This is an optimization exercise on Yosys and OpenROAD, whose aim is a short achievable clock period and low power, not a production implementation.
RTL that was checked went through simulation tests only; none was proved equivalent to the original.
Power figures rest on the tool's default switching activity, not on a simulated workload.

## macs_axi4s
module macs_axi4s #(
    parameter NUM_MACS = 8
) (
    input reset,
    input clk,
    input wire s_axis_tvalid,
    output reg s_axis_tready,
    input wire [127:0] s_axis_tdata,    
    output wire [127:0] m_axis_tdata,   
    output reg m_axis_tvalid,
    input wire m_axis_tready,
    input wire [15:0] s_axis_tkeep,
    output wire [15:0] m_axis_tkeep,
    input wire s_axis_tlast,
    output reg m_axis_tlast
);
    assign m_axis_tkeep = 16'hffff;
    always @(posedge clk) begin
        m_axis_tlast <= s_axis_tlast;
        if (!reset) begin
            s_axis_tready <= 1'b0;
            m_axis_tvalid <= 1'b0;
        end else begin
            s_axis_tready <= m_axis_tready;
            m_axis_tvalid <= s_axis_tvalid;
        end
    end
    genvar i;
    generate
        for (i = 0; i < NUM_MACS; i = i + 1) begin : lane
            mac_axi4s mac_i (
                .clk(clk), .reset(reset),
                .s_axis_tvalid(s_axis_tvalid), .m_axis_tready(m_axis_tready),
                .data(s_axis_tdata[16*i +: 8]), .weight(s_axis_tdata[16*i+8 +: 8]),
                .acc(m_axis_tdata[16*i +: 16]));
        end
    endgenerate
endmodule
For scale: roughly 140 flip-flops, about 300 I/O pins, ~25000 um2 of cells after synthesis.
Settings: LEC_CHECK=0, CAP_MARGIN=0, CORE_MARGIN=2, CORE_UTILIZATION=40, CTS_BUF_LIST=sky130_fd_sc_hd__clkbuf_4 sky130_fd_sc_hd__clkbuf_8, SETUP_SLACK_MARGIN=1.0, SLEW_MARGIN=0, SYNTH_HIERARCHICAL=1; clock period 5.0 ns.
standard.sh (not shown) runs the stock make flow with config.mk's settings and CLKGATE_MAP_FILE= SYNTH_SCRIPT=/design/flow/synth_recipe.tcl, a recipe that flattens the netlist after the stock synthesis.
==> flow/flow/run.sh <==
#!/bin/bash
# Own layout flow: the standard flow, run in two parts.
#  1. the standard synthesis, unchanged;
#  2. the rest of the standard flow, with clock tree synthesis told not to add dummy
#     load cells (they only balance the tree and burn clock power), plus any extra ORFS
#     make variables listed one per line in flow/extra_vars.txt.
# Each part's full output goes to its own log file in the work folder.
set -euo pipefail
bash standard.sh synth > flow_synth.log 2>&1
CTS="-sink_clustering_enable -repair_clock_nets -dont_use_dummy_load"
CTS="$CTS -buf_list {sky130_fd_sc_hd__clkbuf_4 sky130_fd_sc_hd__clkbuf_8}"
EXTRA=()
if [[ -f flow/extra_vars.txt ]]; then
  mapfile -t EXTRA < <(grep -v '^#' flow/extra_vars.txt | grep . || true)
fi
bash standard.sh "CTS_ARGS=$CTS" "${EXTRA[@]}" finish > flow_layout.log 2>&1
==> flow/flow/extra_vars.txt <==
RECOVER_POWER=100
Rerun with:
--- a/flow/design.v
+++ b/flow/design.v
@@ -145,28 +145,28 @@
     wire u110 = (u82 & t83) | (u82 & s[13]) | (t83 & s[13]);
     wire t111 = u84 ^ pp7[7] ^ s[14];
     wire u112 = (u84 & pp7[7]) | (u84 & s[14]) | (pp7[7] & s[14]);
     wire [15:0] x = {u112, u110, u108, u106, u104, u102, u100, u98, u96, u94, u92, u90, u88, u86, t85, pp0[0]};
     wire [15:0] y = {s[15], t111, t109, t107, t105, t103, t101, t99, t97, t95, t93, t91, t89, t87, s[1], s[0]};
     wire [8:0] blk0 = {1'b0, x[7:0]} + {1'b0, y[7:0]};
     wire [8:0] blk1 = {1'b0, x[15:8]} + {1'b0, y[15:8]};
     wire [15:0] s_next = {blk1[7:0], blk0[7:0]};
     wire [0:0] c_next = {blk0[8]};
     assign acc = s + ({15'd0, c[0]} << 8);
     always @(posedge clk)
-        if (en) begin
+        if (!reset) begin
+            s <= 16'd0;
+            c <= 0;
+        end else if (en) begin
             s <= s_next;
             c <= c_next;
-        end else begin
-            s <= s & {16{reset}};
-            c <= c & {1{reset}};
         end
 endmodule
 `timescale 1ns / 1ps
 module macs_axi4s #(
     parameter NUM_MACS = 8
 ) (
     input reset,
     input clk,
     input wire s_axis_tvalid,
     output reg s_axis_tready,
     input wire [127:0] s_axis_tdata,    
- The new run completed with no timing, DRC or antenna violations
- hold slack improved by 0.024 ns
- worst setup slack improved by 0.058 ns
- via count rises by 3.9%
- clock power rises by about 1%
- power rises by 4.3%
- sequential share of layout area falls by 0.46 points
- cell area rises by 5.7%
- synthesized cell count rises by 2.0%
- core utilization rises by 0.92 points
- clock skew stays flat
No functional check of the RTL was part of the second run of this note.


Another version of the RTL of macs_axi4s (not shown whole).
Size in the first run: ~2900 cells after synthesis, about 300 I/O pins, ~0.026 mm2 of cells after synthesis.
==> flow/config.mk <==
export PLATFORM = sky130hd
export DESIGN_NAME = macs_axi4s
export DESIGN_NICKNAME = macs_axi4s
export VERILOG_FILES = /design/flow/design.v
export SDC_FILE = /design/flow/constraint.sdc
export NUM_CORES = 4
export LEC_CHECK = 0
export CAP_MARGIN = 20
export CORE_MARGIN = 2
export CORE_UTILIZATION = 40
export CTS_BUF_LIST = sky130_fd_sc_hd__clkbuf_4 sky130_fd_sc_hd__clkbuf_8
export SETUP_SLACK_MARGIN = 1.0
export SLEW_MARGIN = 20
export SYNTH_HIERARCHICAL = 1
==> flow/constraint.sdc <==
create_clock -name core_clock -period 5.0 [get_ports {clk}]
set_input_delay 1.0000 -clock core_clock [delete_from_list [all_inputs] [get_ports {clk}]]
set_output_delay 1.0000 -clock core_clock [all_outputs]
set_load 0.01 [all_outputs]
==> flow/flow/run.sh <==
#!/bin/bash
# Own layout flow: the standard flow, run in two parts.
#  1. the standard synthesis, unchanged;
#  2. the rest of the standard flow, with clock tree synthesis told not to add dummy
#     load cells (they only balance the tree and burn clock power).
# Each part's full output goes to its own log file in the work folder.
set -euo pipefail
bash standard.sh synth > flow_synth.log 2>&1
CTS="-sink_clustering_enable -repair_clock_nets -dont_use_dummy_load"
CTS="$CTS -buf_list {sky130_fd_sc_hd__clkbuf_4 sky130_fd_sc_hd__clkbuf_8}"
bash standard.sh "CTS_ARGS=$CTS" finish > flow_layout.log 2>&1
The baseline finished clean.
Then changed:
--- a/flow/design.v
+++ b/flow/design.v
@@ -1,29 +1,32 @@
 `timescale 1ns / 1ps
+module mac_en (
+    input s_axis_tvalid, input m_axis_tready, input reset,
+    output en
+);
+    assign en = s_axis_tvalid & m_axis_tready & reset;
+endmodule
 module mac_iso (
-    input s_axis_tvalid, input m_axis_tready, input reset,
+    input en,
     input [7:0] a, input [7:0] b,
-    output en,
     output [7:0] ya, output [7:0] yb
 );
-    assign en = s_axis_tvalid & m_axis_tready & reset;
     assign ya = a & {8{en}};
     assign yb = b & {8{en}};
 endmodule
 module mac_axi4s (
     input clk, input reset,
     input s_axis_tvalid, input m_axis_tready,
     input [7:0] data, input [7:0] weight,
     output [15:0] acc
 );
     wire en;
     wire [7:0] d, w;
-    mac_iso iso (.s_axis_tvalid(s_axis_tvalid), .m_axis_tready(m_axis_tready), .reset(reset),
-                 .a(data), .b(weight), .en(en), .ya(d), .yb(w));
+    mac_en acc_en (.s_axis_tvalid(s_axis_tvalid), .m_axis_tready(m_axis_tready), .reset(reset), .en(en));
+    mac_iso iso (.en(en), .a(data), .b(weight), .ya(d), .yb(w));
     reg [15:0] s;
-    reg [0:0] c;
     wire [7:0] pp0 = d & {8{w[0]}};
     wire [7:0] pp1 = d & {8{w[1]}};
     wire [7:0] pp2 = d & {8{w[2]}};
     wire [7:0] pp3 = d & {8{w[3]}};
     wire [7:0] pp4 = d & {8{w[4]}};
     wire [7:0] pp5 = d & {8{w[5]}};
@@ -42,14 +45,14 @@
     wire t11 = pp6[1] ^ pp7[0];
     wire u12 = pp6[1] & pp7[0];
     wire t13 = pp1[7] ^ pp2[6] ^ pp3[5];
     wire u14 = (pp1[7] & pp2[6]) | (pp1[7] & pp3[5]) | (pp2[6] & pp3[5]);
     wire t15 = pp4[4] ^ pp5[3] ^ pp6[2];
     wire u16 = (pp4[4] & pp5[3]) | (pp4[4] & pp6[2]) | (pp5[3] & pp6[2]);
-    wire t17 = pp7[1] ^ s[8] ^ c[0];
-    wire u18 = (pp7[1] & s[8]) | (pp7[1] & c[0]) | (s[8] & c[0]);
+    wire t17 = pp7[1] ^ s[8];
+    wire u18 = pp7[1] & s[8];
     wire t19 = pp2[7] ^ pp3[6] ^ pp4[5];
     wire u20 = (pp2[7] & pp3[6]) | (pp2[7] & pp4[5]) | (pp3[6] & pp4[5]);
     wire t21 = pp5[4] ^ pp6[3] ^ pp7[2];
     wire u22 = (pp5[4] & pp6[3]) | (pp5[4] & pp7[2]) | (pp6[3] & pp7[2]);
     wire t23 = pp3[7] ^ pp4[6] ^ pp5[5];
     wire u24 = (pp3[7] & pp4[6]) | (pp3[7] & pp5[5]) | (pp4[6] & pp5[5]);
@@ -140,24 +143,20 @@
     wire t109 = u82 ^ t83 ^ s[13];
     wire u110 = (u82 & t83) | (u82 & s[13]) | (t83 & s[13]);
     wire t111 = u84 ^ pp7[7] ^ s[14];
     wire u112 = (u84 & pp7[7]) | (u84 & s[14]) | (pp7[7] & s[14]);
     wire [15:0] x = {u112, u110, u108, u106, u104, u102, u100, u98, u96, u94, u92, u90, u88, u86, t85, pp0[0]};
     wire [15:0] y = {s[15], t111, t109, t107, t105, t103, t101, t99, t97, t95, t93, t91, t89, t87, s[1], s[0]};
-    wire [8:0] blk0 = {1'b0, x[7:0]} + {1'b0, y[7:0]};
-    wire [8:0] blk1 = {1'b0, x[15:8]} + {1'b0, y[15:8]};
-    wire [15:0] s_next = {blk1[7:0], blk0[7:0]};
-    wire [0:0] c_next = {blk0[8]};
-    assign acc = s + ({15'd0, c[0]} << 8);
+    wire [16:0] blk0 = {1'b0, x[15:0]} + {1'b0, y[15:0]};
+    wire [15:0] s_next = {blk0[15:0]};
+    assign acc = s;
     always @(posedge clk)
         if (!reset) begin
             s <= 16'd0;
-            c <= 0;
         end else if (en) begin
             s <= s_next;
-            c <= c_next;
         end
 endmodule
 `timescale 1ns / 1ps
 module macs_axi4s #(
     parameter NUM_MACS = 8
 ) (
Outcome: Now the flow finished with negative setup slack left; register-to-register slack improves by 150 ps; worst setup slack degrades by 330 ps; synthesized area fell by about 0.9%; via count rose by 3.1%; die area fell by 0.91%; sequential cell count fell by 8.
Function was not checked in any run of this note: the RTL went through the layout flow alone.

static timing again, ports no longer ideal:
In the flow no input, the clock included, has a driving cell. The finished layouts below were timed again as built, in two steps. Step 1, drivers: a clkbuf_16 drives clk and a buf_2 each remaining input, both assumed. Step 2 adds t to the input delays and takes it off the output delays; t is the mean of the earliest and latest rising clock arrival at the registers after step 1. Input paths then give back, and output paths get back, about the clock's delay inside the block. Slacks: ideal ports / drivers / drivers and shift; pairs: ideal ports / drivers.
run	shift t [ns]	slack for setup (ns)	worst setup path after step 2	slew at the worst register clock pin (ns)
the first run of note 1	0.607	0.099 / 0.120 / -0.487	input to register	0.10 / 0.10
the second run of note 1	0.587	0.158 / 0.114 / -0.472	input to register	0.09 / 0.09
the first run of note 2	0.615	0.289 / 0.168 / -0.447	input to register	0.10 / 0.10
the second run of note 2	0.599	-0.041 / -0.041 / -0.640	input to register	0.10 / 0.10
Met with ideal ports but missed after step 2: setup timing in the first run of note 1, the second run of note 1 and the first run of note 2. For the first run of note 2, which loses most, drivers alone change the setup slack by -0.121 ns; drivers and shift together by -0.736 ns.
